This is an optimization exercise on Yosys and OpenROAD, whose aim is small area, not a production implementation.
RTL that was checked went through simulation tests only; none was proved equivalent to the original.
The clock input has no modelled driver; a real chip could not lean on it and would need a root buffer or a full tree.
No activity file was given, so power comes from the tool's default toggle rates.

// mac_row
module mac_row (
    clk, reset, execute, load, a_select,
    nzero_weights_flat, w_indexes_flat,
    in_activation_flat, in_psum_flat, act_index_flat,
    final_psum_flat, load_out
);
Size in the first run: roughly 110 flip-flops, roughly 230 I/O pins, ~6200 sq um of cells after synthesis.
Settings: LEC_CHECK=0, CAP_MARGIN=20, CORE_MARGIN=2, CORE_UTILIZATION=80, SLEW_MARGIN=20, SYNTH_HIERARCHICAL=1; clock period 8.0 ns.
standard.sh (not shown) runs the stock make flow with config.mk's settings and CLKGATE_MAP_FILE= SYNTH_SCRIPT=/design/flow/synth_recipe.tcl, a recipe that flattens the netlist after the stock synthesis.
==> flow/flow/run.sh <==
#!/bin/bash
# Layout flow: the standard ORFS flow (standard.sh) with two changes:
#  - port buffers use the smallest buffer cell (buffer_ports -buffer_cell)
#  - the clock tree is built by flow/cts_tree.tcl instead of TritonCTS
set -euo pipefail
cd "$(dirname "$0")/.."
export BUFFER_PORTS_ARGS="-buffer_cell sky130_fd_sc_hd__buf_1"
export PRE_CTS_TCL="$PWD/flow/cts_tree.tcl"
export CLK_LEAVES=${CLK_LEAVES:-8}
export CLK_BUF=${CLK_BUF:-sky130_fd_sc_hd__clkbuf_8}
export CLK_ROOT_BUF=${CLK_ROOT_BUF:-sky130_fd_sc_hd__clkbuf_8}
bash standard.sh > standard.log 2>&1
Other scripts of this flow, unchanged in this note and not shown: flow/flow/cts_tree.tcl
The starting point never finished: it broke off in 4_1_cts (DPL-0033).
Change:
--- a/flow/config.mk
+++ b/flow/config.mk
@@ -9,3 +9,3 @@
 export CORE_MARGIN = 2
-export CORE_UTILIZATION = 80
+export CORE_UTILIZATION = 60
 export SLEW_MARGIN = 20
After rerunning: The changed run produced a clean layout. Synthesized cell count does not change. Synthesized area is unchanged.
The clock cells of the second run of this note come from the design's own scripts or RTL, not from TritonCTS.

mac_row, a different RTL version from the one above (not shown whole).
Size: roughly 110 flip-flops, about 230 I/O pins, ~0.0071 sq mm of cells after synthesis.
Settings: LEC_CHECK=0, CAP_MARGIN=20, CORE_MARGIN=2, CORE_UTILIZATION=60, CTS_BUF_LIST=sky130_fd_sc_hd__clkbuf_4 sky130_fd_sc_hd__clkbuf_8, CTS_CLUSTER_SIZE=30, SLEW_MARGIN=20; clock period 8.0 ns.
run.sh (not shown) runs the stock make flow with config.mk's settings and CLKGATE_MAP_FILE= SYNTH_SCRIPT=/design/flow/synth_recipe.tcl, a recipe that flattens the netlist after the stock synthesis.
Stock flow here: none of the scripts above is used.
The baseline ran to the end with no violations.
==> next run, changes <==
CORE_UTILIZATION = 40   (was 60)
CTS_BUF_LIST = unset   (was sky130_fd_sc_hd__clkbuf_4 sky130_fd_sc_hd__clkbuf_8)
CTS_CLUSTER_SIZE = unset   (was 30)
- The changed run finished clean
- non-clock buffer count does not change
- clock power climbs by 46%
- clock-buffer cell count drops by 4
- fmax climbs by 1.6%
- core utilization drops by 27 points
No functional check of the RTL was part of any run of this note.

mac_row, a different RTL version from the one above (not shown whole).
Size: roughly 480 cells after synthesis, ~230 I/O pins.
Design mac_row, start of the top module:
module mac_row (
    clk, reset, execute, load, a_select,
    nzero_weights_flat, w_indexes_flat,
    in_activation_flat, in_psum_flat, act_index_flat,
    final_psum_flat, load_out
);
    input clk, reset, execute, load, a_select;
    input [31:0] nzero_weights_flat;
    input [15:0] w_indexes_flat;
    input [7:0] in_activation_flat;
    input [79:0] in_psum_flat;
    input [3:0] act_index_flat;
    output [79:0] final_psum_flat;
    output load_out;
    reg execute_q, load_q;
    reg [3:0] a1, a2, w1_0, w1_1, w2_0, w2_1;
    reg [1:0] c1_0, c1_1, c2_0, c2_1;
    reg [19:0] psum0, psum1, psum2, psum3;
    wire [1:0] idx = a_select ? act_index_flat[3:2] : act_index_flat[1:0];
    wire [3:0] act = a_select ? in_activation_flat[7:4] : in_activation_flat[3:0];
    wire [3:0] oh = {idx == 2'd3, idx == 2'd2, idx == 2'd1, idx == 2'd0};
    wire [3:0] sw0, sw1;
    wire [1:0] sc0, sc1;
    genvar b;
    generate
        for (b = 0; b < 4; b = b + 1) begin : PW
            mac_pick u0 (.s(oh), .d({nzero_weights_flat[12+b], nzero_weights_flat[8+b], nzero_weights_flat[4+b], nzero_weights_flat[b]}), .y(sw0[b]));
            mac_pick u1 (.s(oh), .d({nzero_weights_flat[28+b], nzero_weights_flat[24+b], nzero_weights_flat[20+b], nzero_weights_flat[16+b]}), .y(sw1[b]));
        end
        for (b = 0; b < 2; b = b + 1) begin : PC
  ...
export LEC_CHECK = 0
export CAP_MARGIN = 20
export CORE_MARGIN = 2
export CORE_UTILIZATION = 70
export SLEW_MARGIN = 20
export SYNTH_HIERARCHICAL = 1
create_clock -name core_clock -period 8.0 [get_ports {clk}]
standard.sh (not shown) runs the stock make flow with config.mk's settings and CLKGATE_MAP_FILE= SYNTH_SCRIPT=/design/flow/synth_recipe.tcl, a recipe that flattens the netlist after the stock synthesis.
==> flow/flow/run.sh <==
#!/bin/bash
# Layout flow: the standard ORFS flow (standard.sh) with two changes:
#  - port buffers use the smallest buffer cell (buffer_ports -buffer_cell)
#  - the clock tree is built by flow/cts_tree.tcl instead of TritonCTS
set -euo pipefail
cd "$(dirname "$0")/.."
export BUFFER_PORTS_ARGS="-buffer_cell sky130_fd_sc_hd__buf_1"
export PRE_CTS_TCL="$PWD/flow/cts_tree.tcl"
export CLK_LEAVES=${CLK_LEAVES:-7}
export CLK_BUF=${CLK_BUF:-sky130_fd_sc_hd__clkbuf_8}
export CLK_ROOT_BUF=${CLK_ROOT_BUF:-sky130_fd_sc_hd__clkbuf_8}
bash standard.sh > standard.log 2>&1
==> flow/flow/cts_tree.tcl <==
# Hook sourced by ORFS's cts.tcl before clock_tree_synthesis (PRE_CTS_TCL).
# It replaces TritonCTS with a small balanced tree built by hand: the clock
# port drives one root buffer (CLK_ROOT_BUF), which drives CLK_LEAVES leaf
# buffers (CLK_BUF). The registers are split into CLK_LEAVES groups of equal
# size by recursive bisection of their placement, and each leaf buffer sits at
# the centre of its group.
proc mk_clock_tree {args} {
  set db [ord::get_db]
  set block [ord::get_db_block]
  set k $::env(CLK_LEAVES)
  set master [$db findMaster $::env(CLK_BUF)]
  set bt [$block findBTerm clk]
  set net [$bt getNet]
  set sinks [list]
  set xs [list]
  set ys [list]
  foreach it [$net getITerms] {
    set bb [[$it getInst] getBBox]
    lappend sinks $it
    lappend xs [expr {([$bb xMin] + [$bb xMax]) / 2}]
    lappend ys [expr {([$bb yMin] + [$bb yMax]) / 2}]
  }
  set n [llength $sinks]
  # split the registers into k groups of equal size by recursive bisection
  # along the longer side of each group's bounding box
  set groups [list [list 0 $k [lsearch -all -integer -not $xs -999999999]]]
  set asg [lrepeat $n 0]
  while {[llength $groups] > 0} {
    set g [lindex $groups 0]
    set groups [lrange $groups 1 end]
    lassign $g c0 kk idx
    if {$kk == 1} {
      foreach i $idx { lset asg $i $c0 }
      continue
    }
    set minx 1e18; set maxx -1e18; set miny 1e18; set maxy -1e18
    foreach i $idx {
      set x [lindex $xs $i]; set y [lindex $ys $i]
      if {$x < $minx} {set minx $x}; if {$x > $maxx} {set maxx $x}
      if {$y < $miny} {set miny $y}; if {$y > $maxy} {set maxy $y}
    }
    set keys [list]
    foreach i $idx {
      if {$maxx - $minx >= $maxy - $miny} { lappend keys [list $i [lindex $xs $i]] } else { lappend keys [list $i [lindex $ys $i]] }
    }
    set keys [lsort -real -index 1 $keys]
    set k1 [expr {$kk / 2}]
    set n1 [expr {int(round(double([llength $idx]) * $k1 / $kk))}]
    set a [list]; set b [list]
    set j 0
    foreach e $keys { if {$j < $n1} { lappend a [lindex $e 0] } else { lappend b [lindex $e 0] }; incr j }
    lappend groups [list $c0 $k1 $a] [list [expr {$c0 + $k1}] [expr {$kk - $k1}] $b]
  }
  for {set c 0} {$c < $k} {incr c} { set sx($c) 0; set sy($c) 0; set cnt($c) 0 }
  for {set i 0} {$i < $n} {incr i} {
    set c [lindex $asg $i]
    set sx($c) [expr {$sx($c) + [lindex $xs $i]}]
    set sy($c) [expr {$sy($c) + [lindex $ys $i]}]
    incr cnt($c)
  }
  set cx [list]; set cy [list]
  for {set c 0} {$c < $k} {incr c} {
    lappend cx [expr {$sx($c) / max(1, $cnt($c))}]; lappend cy [expr {$sy($c) / max(1, $cnt($c))}]
  }
  # optional root buffer between the port and the leaf buffers
  set src $net
  if {[info exists ::env(CLK_ROOT_BUF)] && $::env(CLK_ROOT_BUF) ne ""} {
    set r [odb::dbInst_create $block [$db findMaster $::env(CLK_ROOT_BUF)] "clkbuf_root"]
    set rn [odb::dbNet_create $block "clknet_root"]
    $rn setSigType CLOCK
    set mx 0; set my 0
    for {set c 0} {$c < $k} {incr c} { set mx [expr {$mx + [lindex $cx $c] / $k}]; set my [expr {$my + [lindex $cy $c] / $k}] }
    [$r findITerm A] connect $net
    [$r findITerm X] connect $rn
    $r setLocation [expr {int($mx)}] [expr {int($my)}]
    $r setPlacementStatus PLACED
    set src $rn
  }
  for {set c 0} {$c < $k} {incr c} {
    set b [odb::dbInst_create $block $master "clkbuf_leaf_$c"]
    set ln [odb::dbNet_create $block "clknet_leaf_$c"]
    $ln setSigType CLOCK
    [$b findITerm A] connect $src
    [$b findITerm X] connect $ln
    $b setLocation [expr {int([lindex $cx $c])}] [expr {int([lindex $cy $c])}]
    $b setPlacementStatus PLACED
    set leafnet($c) $ln
    puts "clock leaf $c: $cnt($c) registers"
  }
  for {set i 0} {$i < $n} {incr i} {
    set it [lindex $sinks $i]
    $it disconnect
    $it connect $leafnet([lindex $asg $i])
  }
  global_connect
}

rename clock_tree_synthesis triton_clock_tree_synthesis
proc clock_tree_synthesis {args} {
  puts "manual clock tree instead of: clock_tree_synthesis $args"
  mk_clock_tree
}
Change:
--- a/flow/flow/run.sh
+++ b/flow/flow/run.sh
@@ -10,3 +10,3 @@
 export CLK_BUF=${CLK_BUF:-sky130_fd_sc_hd__clkbuf_8}
-export CLK_ROOT_BUF=${CLK_ROOT_BUF:-sky130_fd_sc_hd__clkbuf_8}
+export CLK_ROOT_BUF=${CLK_ROOT_BUF:-sky130_fd_sc_hd__clkbuf_4}
 bash standard.sh > standard.log 2>&1
Effect: Area after synthesis does not change. Clock skew hardly moves. Total power fell by 0.69%. Die area stays the same. Sequential power barely changes. Worst setup slack gets better by 6.4 ps. Via count barely changes. Synthesized cell count is unchanged. Design area is about the same. Global-route usage is about the same.
In every run of this note, the design's own scripts or RTL, not TritonCTS, make the clock network.

re-timing with driven ports:
How much do the figures lean on ideal ports? The routed layouts below were timed once more, with nothing changed but the port constraints.
Step 1 assumes that a clkbuf_16 drives the clock port and a buf_2 every other input.
Step 2 also shifts input and output timing later by t, the mid clock arrival at the registers, as if the neighbouring blocks saw the same clock.
Slacks: no drivers / after step 1 / after step 2; pairs: no drivers / after step 1.
| run | t (ns) | setup slack, ns | worst hold slack (ns) |
|---|---|---|---|
| the second run of note 1 | 0.420 | 1.090 / 1.090 / 1.090 | 0.409 / 0.409 / 0.409 |
| the first run of note 2 | 0.492 | 0.334 / 0.334 / 0.334 | 0.389 / 0.389 / 0.389 |
| the second run of note 2 | 0.455 | 0.451 / 0.451 / 0.451 | 0.398 / 0.398 / 0.398 |
| the first run of note 3 | 0.417 | 0.973 / 0.973 / 0.973 | 0.414 / 0.414 / 0.414 |
| the second run of note 3 | 0.494 | 0.979 / 0.979 / 0.979 | 0.414 / 0.414 / 0.414 |
After both steps every run listed still meets setup and hold.
